What follows belongs to an exercise in optimizing a design on an open flow for small area, a short achievable clock period and few clock cycles per item; a production flow would make more cautious choices.
Function was checked by simulation only, so behaviour that the tests miss may differ from the original.

File: design/flow/design.v
module fft(clk, rst, data_in, wr_en, data_out, next_data_rd, busy, start);
/*verilator lint_off WIDTH*/
/*verilator lint_off BLKSEQ*/
parameter INT_WIDTH = 8;
parameter FRAC_WIDTH = 12;
parameter FFT_WIDTH = 6;
parameter BIT_WIDTH = (INT_WIDTH+FRAC_WIDTH);
parameter FFT_SIZE = (2**FFT_WIDTH);
parameter MEM_SIZE = FFT_SIZE-1;
input wire clk;
input wire rst;  
input wire [BIT_WIDTH-1:0] data_in;
input wire wr_en;
output reg [BIT_WIDTH-1:0] data_out;
input wire next_data_rd;
input wire start;
output reg busy;
reg [FFT_WIDTH-1:0] cur_wr_addr;
reg [FFT_WIDTH-1:0] cur_wr_addr_calc;
reg [FFT_WIDTH:0] cur_rd_addr;  
reg [FFT_WIDTH:0] cur_rd_addr_calc;
reg running;
reg [7:0] fft_cur_stage;
reg [FFT_WIDTH-1:0] mem_addr_calc_first;
reg [FFT_WIDTH-1:0] mem_addr_calc_second;
reg [FFT_WIDTH-1:0] w_addr_calc;
reg [BIT_WIDTH*2:0] mult_calc;
reg [BIT_WIDTH*2:0] bit_ext_mem_re;
reg [BIT_WIDTH*2:0] bit_ext_mem_imag;
reg [BIT_WIDTH*2:0] bit_ext_cos;
reg [BIT_WIDTH*2:0] bit_ext_sin;
reg [BIT_WIDTH-1:0] mem_real [0:MEM_SIZE];
reg [BIT_WIDTH-1:0] mem_real_sec [0:MEM_SIZE];
reg [BIT_WIDTH-1:0] mem_imag [0:MEM_SIZE];
reg [BIT_WIDTH-1:0] mem_imag_sec [0:MEM_SIZE];
reg [FFT_WIDTH-1:0] mem_idx_counter;
wire [BIT_WIDTH-1:0] W_weights_cos [0:MEM_SIZE];
wire [BIT_WIDTH-1:0] W_weights_sin [0:MEM_SIZE];
assign W_weights_cos[0] = 20'h01000; assign W_weights_sin[0] = 20'h00000;
assign W_weights_cos[1] = 20'h00fec; assign W_weights_sin[1] = 20'h00191;
assign W_weights_cos[2] = 20'h00fb1; assign W_weights_sin[2] = 20'h0031f;
assign W_weights_cos[3] = 20'h00f50; assign W_weights_sin[3] = 20'h004a5;
assign W_weights_cos[4] = 20'h00ec8; assign W_weights_sin[4] = 20'h0061f;
assign W_weights_cos[5] = 20'h00e1c; assign W_weights_sin[5] = 20'h0078b;
assign W_weights_cos[6] = 20'h00d4e; assign W_weights_sin[6] = 20'h008e4;
assign W_weights_cos[7] = 20'h00c5e; assign W_weights_sin[7] = 20'h00a26;
assign W_weights_cos[8] = 20'h00b50; assign W_weights_sin[8] = 20'h00b50;
assign W_weights_cos[9] = 20'h00a26; assign W_weights_sin[9] = 20'h00c5e;
assign W_weights_cos[10] = 20'h008e4; assign W_weights_sin[10] = 20'h00d4e;
assign W_weights_cos[11] = 20'h0078b; assign W_weights_sin[11] = 20'h00e1c;
assign W_weights_cos[12] = 20'h0061f; assign W_weights_sin[12] = 20'h00ec8;
assign W_weights_cos[13] = 20'h004a5; assign W_weights_sin[13] = 20'h00f50;
assign W_weights_cos[14] = 20'h0031f; assign W_weights_sin[14] = 20'h00fb1;
assign W_weights_cos[15] = 20'h00191; assign W_weights_sin[15] = 20'h00fec;
assign W_weights_cos[16] = 20'h00000; assign W_weights_sin[16] = 20'h01000;
assign W_weights_cos[17] = 20'hffe6f; assign W_weights_sin[17] = 20'h00fec;
assign W_weights_cos[18] = 20'hffce1; assign W_weights_sin[18] = 20'h00fb1;
assign W_weights_cos[19] = 20'hffb5b; assign W_weights_sin[19] = 20'h00f50;
assign W_weights_cos[20] = 20'hff9e1; assign W_weights_sin[20] = 20'h00ec8;
assign W_weights_cos[21] = 20'hff875; assign W_weights_sin[21] = 20'h00e1c;
assign W_weights_cos[22] = 20'hff71c; assign W_weights_sin[22] = 20'h00d4e;
assign W_weights_cos[23] = 20'hff5da; assign W_weights_sin[23] = 20'h00c5e;
assign W_weights_cos[24] = 20'hff4b0; assign W_weights_sin[24] = 20'h00b50;
assign W_weights_cos[25] = 20'hff3a2; assign W_weights_sin[25] = 20'h00a26;
assign W_weights_cos[26] = 20'hff2b2; assign W_weights_sin[26] = 20'h008e4;
assign W_weights_cos[27] = 20'hff1e4; assign W_weights_sin[27] = 20'h0078b;
assign W_weights_cos[28] = 20'hff138; assign W_weights_sin[28] = 20'h0061f;
assign W_weights_cos[29] = 20'hff0b0; assign W_weights_sin[29] = 20'h004a5;
assign W_weights_cos[30] = 20'hff04f; assign W_weights_sin[30] = 20'h0031f;
assign W_weights_cos[31] = 20'hff014; assign W_weights_sin[31] = 20'h00191;
assign W_weights_cos[32] = 20'hff000; assign W_weights_sin[32] = 20'h00000;
assign W_weights_cos[33] = 20'hff014; assign W_weights_sin[33] = 20'hffe6f;
assign W_weights_cos[34] = 20'hff04f; assign W_weights_sin[34] = 20'hffce1;
assign W_weights_cos[35] = 20'hff0b0; assign W_weights_sin[35] = 20'hffb5b;
assign W_weights_cos[36] = 20'hff138; assign W_weights_sin[36] = 20'hff9e1;
assign W_weights_cos[37] = 20'hff1e4; assign W_weights_sin[37] = 20'hff875;
assign W_weights_cos[38] = 20'hff2b2; assign W_weights_sin[38] = 20'hff71c;
assign W_weights_cos[39] = 20'hff3a2; assign W_weights_sin[39] = 20'hff5da;
assign W_weights_cos[40] = 20'hff4b0; assign W_weights_sin[40] = 20'hff4b0;
assign W_weights_cos[41] = 20'hff5da; assign W_weights_sin[41] = 20'hff3a2;
assign W_weights_cos[42] = 20'hff71c; assign W_weights_sin[42] = 20'hff2b2;
assign W_weights_cos[43] = 20'hff875; assign W_weights_sin[43] = 20'hff1e4;
assign W_weights_cos[44] = 20'hff9e1; assign W_weights_sin[44] = 20'hff138;
assign W_weights_cos[45] = 20'hffb5b; assign W_weights_sin[45] = 20'hff0b0;
assign W_weights_cos[46] = 20'hffce1; assign W_weights_sin[46] = 20'hff04f;
assign W_weights_cos[47] = 20'hffe6f; assign W_weights_sin[47] = 20'hff014;
assign W_weights_cos[48] = 20'h00000; assign W_weights_sin[48] = 20'hff000;
assign W_weights_cos[49] = 20'h00191; assign W_weights_sin[49] = 20'hff014;
assign W_weights_cos[50] = 20'h0031f; assign W_weights_sin[50] = 20'hff04f;
assign W_weights_cos[51] = 20'h004a5; assign W_weights_sin[51] = 20'hff0b0;
assign W_weights_cos[52] = 20'h0061f; assign W_weights_sin[52] = 20'hff138;
assign W_weights_cos[53] = 20'h0078b; assign W_weights_sin[53] = 20'hff1e4;
assign W_weights_cos[54] = 20'h008e4; assign W_weights_sin[54] = 20'hff2b2;
assign W_weights_cos[55] = 20'h00a26; assign W_weights_sin[55] = 20'hff3a2;
assign W_weights_cos[56] = 20'h00b50; assign W_weights_sin[56] = 20'hff4b0;
assign W_weights_cos[57] = 20'h00c5e; assign W_weights_sin[57] = 20'hff5da;
assign W_weights_cos[58] = 20'h00d4e; assign W_weights_sin[58] = 20'hff71c;
assign W_weights_cos[59] = 20'h00e1c; assign W_weights_sin[59] = 20'hff875;
assign W_weights_cos[60] = 20'h00ec8; assign W_weights_sin[60] = 20'hff9e1;
assign W_weights_cos[61] = 20'h00f50; assign W_weights_sin[61] = 20'hffb5b;
assign W_weights_cos[62] = 20'h00fb1; assign W_weights_sin[62] = 20'hffce1;
assign W_weights_cos[63] = 20'h00fec; assign W_weights_sin[63] = 20'hffe6f;
always @(posedge clk)
begin
    busy <= 0;
    if(FFT_WIDTH[0] == 0) begin
        data_out <= cur_rd_addr[FFT_WIDTH]? mem_imag[cur_rd_addr[FFT_WIDTH-1:0]] : mem_real[cur_rd_addr[FFT_WIDTH-1:0]];
    end else begin
        data_out <= cur_rd_addr[FFT_WIDTH]? mem_imag_sec[cur_rd_addr[FFT_WIDTH-1:0]] : mem_real_sec[cur_rd_addr[FFT_WIDTH-1:0]];
    end
    if(wr_en == 1) begin
        for(int i = 0; i < FFT_WIDTH; i++) begin
            cur_wr_addr_calc[FFT_WIDTH-1-i] = cur_wr_addr[i];
        end
        mem_real[cur_wr_addr_calc] <= data_in;
        mem_imag[cur_wr_addr_calc] <= 0;
        cur_wr_addr <= cur_wr_addr+1;
    end
    if(next_data_rd == 1) begin
        cur_rd_addr_calc = cur_rd_addr+1;
        if(FFT_WIDTH[0] == 0) begin
            data_out <= cur_rd_addr_calc[FFT_WIDTH]? mem_imag[cur_rd_addr_calc[FFT_WIDTH-1:0]] : mem_real[cur_rd_addr_calc[FFT_WIDTH-1:0]];
        end else begin
            data_out <= cur_rd_addr_calc[FFT_WIDTH]? mem_imag_sec[cur_rd_addr_calc[FFT_WIDTH-1:0]] : mem_real_sec[cur_rd_addr_calc[FFT_WIDTH-1:0]];
        end
        cur_rd_addr <= cur_rd_addr+1;
    end
    if(start == 1) begin
        running <= 1;
        fft_cur_stage <= 0;
        busy <= 1;
        mem_idx_counter <= 0;
    end
    if(running == 1) begin
        busy <= 1;
        mem_addr_calc_first = mem_idx_counter;
        mem_addr_calc_first[fft_cur_stage] = 0;
        mem_addr_calc_second = mem_idx_counter;
        mem_addr_calc_second[fft_cur_stage] = 1;
        w_addr_calc = 0;
        for(int i = 0; i < FFT_WIDTH; i++) begin
            if(i <= fft_cur_stage) begin
                w_addr_calc[FFT_WIDTH-1-fft_cur_stage+i] = mem_idx_counter[i];
            end
        end
        if(fft_cur_stage[0] == 0) begin
            bit_ext_mem_re = { {BIT_WIDTH{mem_real[ mem_addr_calc_second ][BIT_WIDTH-1]}}, mem_real[ mem_addr_calc_second ]};
            bit_ext_mem_imag = { {BIT_WIDTH{mem_imag[ mem_addr_calc_second ][BIT_WIDTH-1]}}, mem_imag[ mem_addr_calc_second ]};
            bit_ext_cos = { {BIT_WIDTH{W_weights_cos[w_addr_calc][BIT_WIDTH-1]}}, W_weights_cos[w_addr_calc]};
            bit_ext_sin = { {BIT_WIDTH{W_weights_sin[w_addr_calc][BIT_WIDTH-1]}}, W_weights_sin[w_addr_calc]};
            mult_calc = (bit_ext_cos*bit_ext_mem_re)>>FRAC_WIDTH;
            mult_calc = mult_calc+((bit_ext_sin*bit_ext_mem_imag)>>FRAC_WIDTH);
            mem_real_sec[mem_idx_counter] <= mem_real[mem_addr_calc_first]+mult_calc;
            mult_calc = (bit_ext_cos*bit_ext_mem_imag)>>FRAC_WIDTH;
            mult_calc = mult_calc-((bit_ext_sin*bit_ext_mem_re)>>FRAC_WIDTH);
            mem_imag_sec[mem_idx_counter] <= mem_imag[mem_addr_calc_first]+mult_calc;
        end else begin
            bit_ext_mem_re = { {BIT_WIDTH{mem_real_sec[ mem_addr_calc_second ][BIT_WIDTH-1]}}, mem_real_sec[ mem_addr_calc_second ]};
            bit_ext_mem_imag = { {BIT_WIDTH{mem_imag_sec[ mem_addr_calc_second ][BIT_WIDTH-1]}}, mem_imag_sec[ mem_addr_calc_second ]};
            bit_ext_cos = { {BIT_WIDTH{W_weights_cos[w_addr_calc][BIT_WIDTH-1]}}, W_weights_cos[w_addr_calc]};
            bit_ext_sin = { {BIT_WIDTH{W_weights_sin[w_addr_calc][BIT_WIDTH-1]}}, W_weights_sin[w_addr_calc]};
            mult_calc = (bit_ext_cos*bit_ext_mem_re)>>FRAC_WIDTH;
            mult_calc = mult_calc+((bit_ext_sin*bit_ext_mem_imag)>>FRAC_WIDTH);
            mem_real[mem_idx_counter] <= mem_real_sec[mem_addr_calc_first]+mult_calc;
            mult_calc = (bit_ext_cos*bit_ext_mem_imag)>>FRAC_WIDTH;
            mult_calc = mult_calc-((bit_ext_sin*bit_ext_mem_re)>>FRAC_WIDTH);
            mem_imag[mem_idx_counter] <= mem_imag_sec[mem_addr_calc_first]+mult_calc;
        end
        mem_idx_counter <= mem_idx_counter+1;
        if(mem_idx_counter == MEM_SIZE) begin
            mem_idx_counter <= 0;
            fft_cur_stage <= fft_cur_stage+1;
            if(fft_cur_stage+1 == FFT_WIDTH) begin
                fft_cur_stage <= 0;
                running <= 0;
            end
        end
    end
    if(rst == 1) begin
        cur_wr_addr <= 0;
        cur_rd_addr <= 0;
        running <= 0;
        fft_cur_stage <= 0;
        busy <= 0;
    end
end
endmodule
File: design/flow/run.sh
#!/bin/bash
# synth_recipe.tcl (not shown) runs the flow's synth.tcl, then flattens the netlist and writes it again
# the make line also repeats each setting of config.mk as NAME=value (left out here)
make -C /OpenROAD-flow-scripts/flow DESIGN_CONFIG=/design/flow/config.mk WORK_HOME=/design/flow/orfs CLKGATE_MAP_FILE= SYNTH_SCRIPT=/design/flow/synth_recipe.tcl finish
File: design/flow/config.mk
export PLATFORM = sky130hd
export DESIGN_NAME = fft
export DESIGN_NICKNAME = fft
export VERILOG_FILES = /design/flow/design.v
export SDC_FILE = /design/flow/constraint.sdc
export NUM_CORES = 8
export LEC_CHECK = 0
export CAP_MARGIN = 20
export CORE_AREA = 10 10 990 990
export DIE_AREA = 0 0 1000 1000
export PLACE_DENSITY = 0.35
export SLEW_MARGIN = 20
File: design/flow/constraint.sdc
create_clock -name core_clock -period 22.0 [get_ports {clk}]
set_input_delay 4.4000 -clock core_clock [delete_from_list [all_inputs] [get_ports {clk}]]
set_output_delay 4.4000 -clock core_clock [all_outputs]
set_load 0.01 [all_outputs]
==> run summary <==
==> worst reg2reg max path, delay by kind of cell, from the launching register on <==
kind / cells / cell delay [ns]
AO/OA/AOI/OAI: 28 / 7.95
adder cells (fa/ha/maj): 13 / 5.02
AND/OR/NAND/NOR: 20 / 4.45
buffers and inverters: 9 / 1.84
XOR/XNOR: 5 / 1.10
flip-flops: 1 / 0.44
==> per-stage QoR <==
stage / setup TNS [ns] / instance area (sq um) / worst slack (ns) / cells
2_1_floorplan: 0 / 411000 / 1.60 / 32582
3_3_place_gp: -27.34 / 432000 / -0.445 / 43740
3_5_place_dp: -33.80 / 432000 / -0.387 / 43757
4_1_cts: 0 / 452000 / 0.000139 / 44843
5_1_grt: 0 / 453000 / 0.00803 / 44987
6_report: 0 / 453000 / 0.890 / 45107
==> cell type report <==
class / count / area, sq um
clock inverters: 308 / 2850
fillers: 85355 / 504000
diodes: 238 / 596
repair buffers: 1471 / 12900
clock buffers: 778 / 16700
flip-flops and latches: 5175 / 155000
inverters: 3054 / 11500
well taps: 12635 / 15800
multi-input cells: 21448 / 238000
==> placed cells by master (no fill, tap or decap), types with 64 or more instances in the layout <==
cell       instances
nand3_1          561
mux4_2          4222
inv_1           3042
nor2_1          2934
buf_12           121
xor2_1           108
nand2b_1         267
diode_2          238
and3_1           192
nor3_1           137
nor2b_1          106
ha_1            1080
clkbuf_1         127
clkbuf_16        647
a311oi_1         327
o21ai_0         1365
fa_1            2698
mux2i_1          103
nand2_1         3521
a21o_1            98
or2_2            312
a31oi_1          278
clkinv_2          88
a211oi_1         433
clkinv_1         134
and2_1           356
a21oi_1          402
o21ai_4           74
xnor2_1          381
mux2_2           211
nor2_4            70
buf_4           1277
edfxtp_1        5126
nand2_4           64
==> sequential cells by signal, summed over array words and instances (netlist names), named ones only <==
name             cells
mem_imag          1280
mem_imag_sec      1280
mem_real          1280
mem_real_sec      1280
data_out            20
fft_cur_stage        8
cur_rd_addr          7
cur_wr_addr          6
mem_idx_counter      6
busy                 1
running              1
==> layer usage <==
layer	wire length (microns)	global-route usage	up-vias
li1	-	-	117918
met1	736000	0.508	165286
met2	856000	0.570	22658
met3	275000	0.158	4671
met4	129000	0.210	71
met5	831	0.00265	-
==> what timing repair did <==
action,CTS,global route
pin swaps,0,13
setup endpoints to repair,236,1159
resized for setup,7,83
buffers inserted,0,17
cloned,0,5
==> logic make-up (layout without fill, tap and decap cells) <==
group                    count (synthesis)  count (layout)  synth area share
AND/OR/NAND/NOR                       8894            8896            0.0939
buffers and inverters                 5963            5611            0.0554
flip-flops                            5175            5175             0.377
multiplexers                          4547            4547             0.240
adder cells (fa/ha/maj)               3787            3787             0.165
AO/OA/AOI/OAI                         3638            3640            0.0563
XOR/XNOR                               578             578            0.0128
other                                    0             238                 0
==> final timing paths <==
| path | slack [ns] | depth (start not counted) | to | from |
|---|---|---|---|---|
| min reg2reg | 0.58 | 2 | flop | cur_rd_addr[1] |
| max reg2reg | 0.89 | 75 | mem_imag[40][19] | fft_cur_stage[1] |
| min | 0.58 | 2 | flop | cur_rd_addr[1] |
| max | 0.89 | 75 | mem_imag[40][19] | fft_cur_stage[1] |
==> flow_metrics.env <==
export IMPL_grt_pass1_vias=305872
export IMPL_crit_path_frequent_cell="nor2_1"
export IMPL_slew_headroom=0.119
export IMPL_clk_path_buf_depth=5
export IMPL_wl_per_cell_microns=44.3
export IMPL_cts_tree="yes"
export IMPL_antenna_found_initial=192
export IMPL_globalRouteTotalUtil=0.394
export IMPL_maxSlewViolCount=0
export IMPL_path_max_fanout=64
export IMPL_path_clk_slew_ns=0.06
export IMPL_postSynthAreaPerCell_sq_um=12.6
export IMPL_rows=359
export IMPL_grt_setup_unrepaired="false"
export IMPL_synth_net_count=36393
export IMPL_worst_setup_path_end_kind="flop"
export IMPL_nets=35593
export IMPL_tightest_slew_ns=1.31
export IMPL_htreeDepth=6
export IMPL_drtPass1Iterations=8
export IMPL_fp_coreArea_sq_um=957000
export IMPL_critical_path_class="reg -> reg"
export IMPL_grt_pass1_wl_mm=2690
export IMPL_drt_wl_total_mm=2000
export IMPL_finalHoldViolCount=0
export IMPL_vias_per_cell=6.89
export IMPL_synth_top_area_frac=0.375
export IMPL_async_flop_share=0
export IMPL_dieArea_sq_um=1000000
export IMPL_cts_made_buffers=632
export IMPL_ioPinCount=46
export IMPL_synth_area_sq_um=411000
export IMPL_cts_root_buf="clkbuf_16"
export IMPL_cp_start_kind="flop"
export IMPL_ys_warnings_count=1
export IMPL_synth_edf_count=5126
export IMPL_initial_core_util=0.429
export IMPL_syn_inst=32582
export IMPL_die_x_mm=1.00
export IMPL_clk_insertion_delay_late_ns=1.15
export IMPL_finalCritPeriodShare=0.960
export IMPL_holdCritPathClass="reg -> reg"
export IMPL_drt_iter0_drc=47041
export IMPL_yosys_top_cells_count="5126 x edfxtp_1, 4222 x mux4_2, 3594 x nand2_1, 3045 x inv_1, 3013 x nor2_1"
export IMPL_drc_errors=0
export IMPL_yosysSeqAreaShare=0.377
export IMPL_critPathTopFamily="compound AO/OA/AOI/OAI gates"
export IMPL_io_buffer_count=45
export IMPL_synth_seq_cells=5175
export IMPL_fin_skew_ns=0.124
export IMPL_vias=310604
export IMPL_postRouteAntennaNets=0
export IMPL_cp_data_arrival_time_ns=21.94
export IMPL_setup_violations=0
export IMPL_final_util=0.474
export IMPL_drv_cap=0
export IMPL_overflow=0
export IMPL_period_minus_slack_ns=21.11
export IMPL_gp_congestion=0.926
export IMPL_post_synth_top_count_cell="edfxtp_1"
export IMPL_ys_flop_type="edfxtp_1"
export IMPL_fmax_mhz=47.4
export IMPL_path_buf_inv=9
export IMPL_clock_sinks=5175
export IMPL_fp_dieH_mm=1.00
export IMPL_whs_ns=0.579
export IMPL_critPathMaxStageDelay_ns=0.89
export IMPL_drive_gt1_frac=0.238
export IMPL_worstPathRequired_ns=22.83
export IMPL_crit_slowest_cell="o31ai_4"
export IMPL_syn2layout_area_growth_pct=10.3
export IMPL_yosys_top_cells_area="edfxtp_1 37%, mux4_2 23%, fa_1 13%"
export IMPL_synth_cell_types=120
export IMPL_outcome="no timing/DRC/antenna violations"
export IMPL_cts_hold_buffers=0
export IMPL_synth_top_area_cell="edfxtp_1"
export IMPL_place_hpwl_mm=1310
export IMPL_grt_max_degree=107
Testbench counts, summed over its fixed seeds: cycles 36,992, frames 64.

[afterwards: timing with drivers on the ports]
The results above use ideal ports. As a check the final layout listed here was re-extracted and re-timed, cells and wires unchanged. Step 1, drivers: a clkbuf_16 drives clk and a buf_2 each remaining input, both assumed. Step 2, shift: input delay + t, output delay - t, t = (earliest + latest rising clock arrival at the registers) / 2. This alone moves slack from input paths to output paths. a / b / c = ideal / step 1 / step 2; a / b = the first two.
shift t [ns]: 1.240
slack for setup (ns): 0.890 / 0.890 / 0.890
hold slack, ns: 0.579 / 0.579 / 0.579
After both steps setup and hold are still met in this run. The setup slack of this run moves by 0.000 ns with the drivers and by 0.000 ns with both steps.
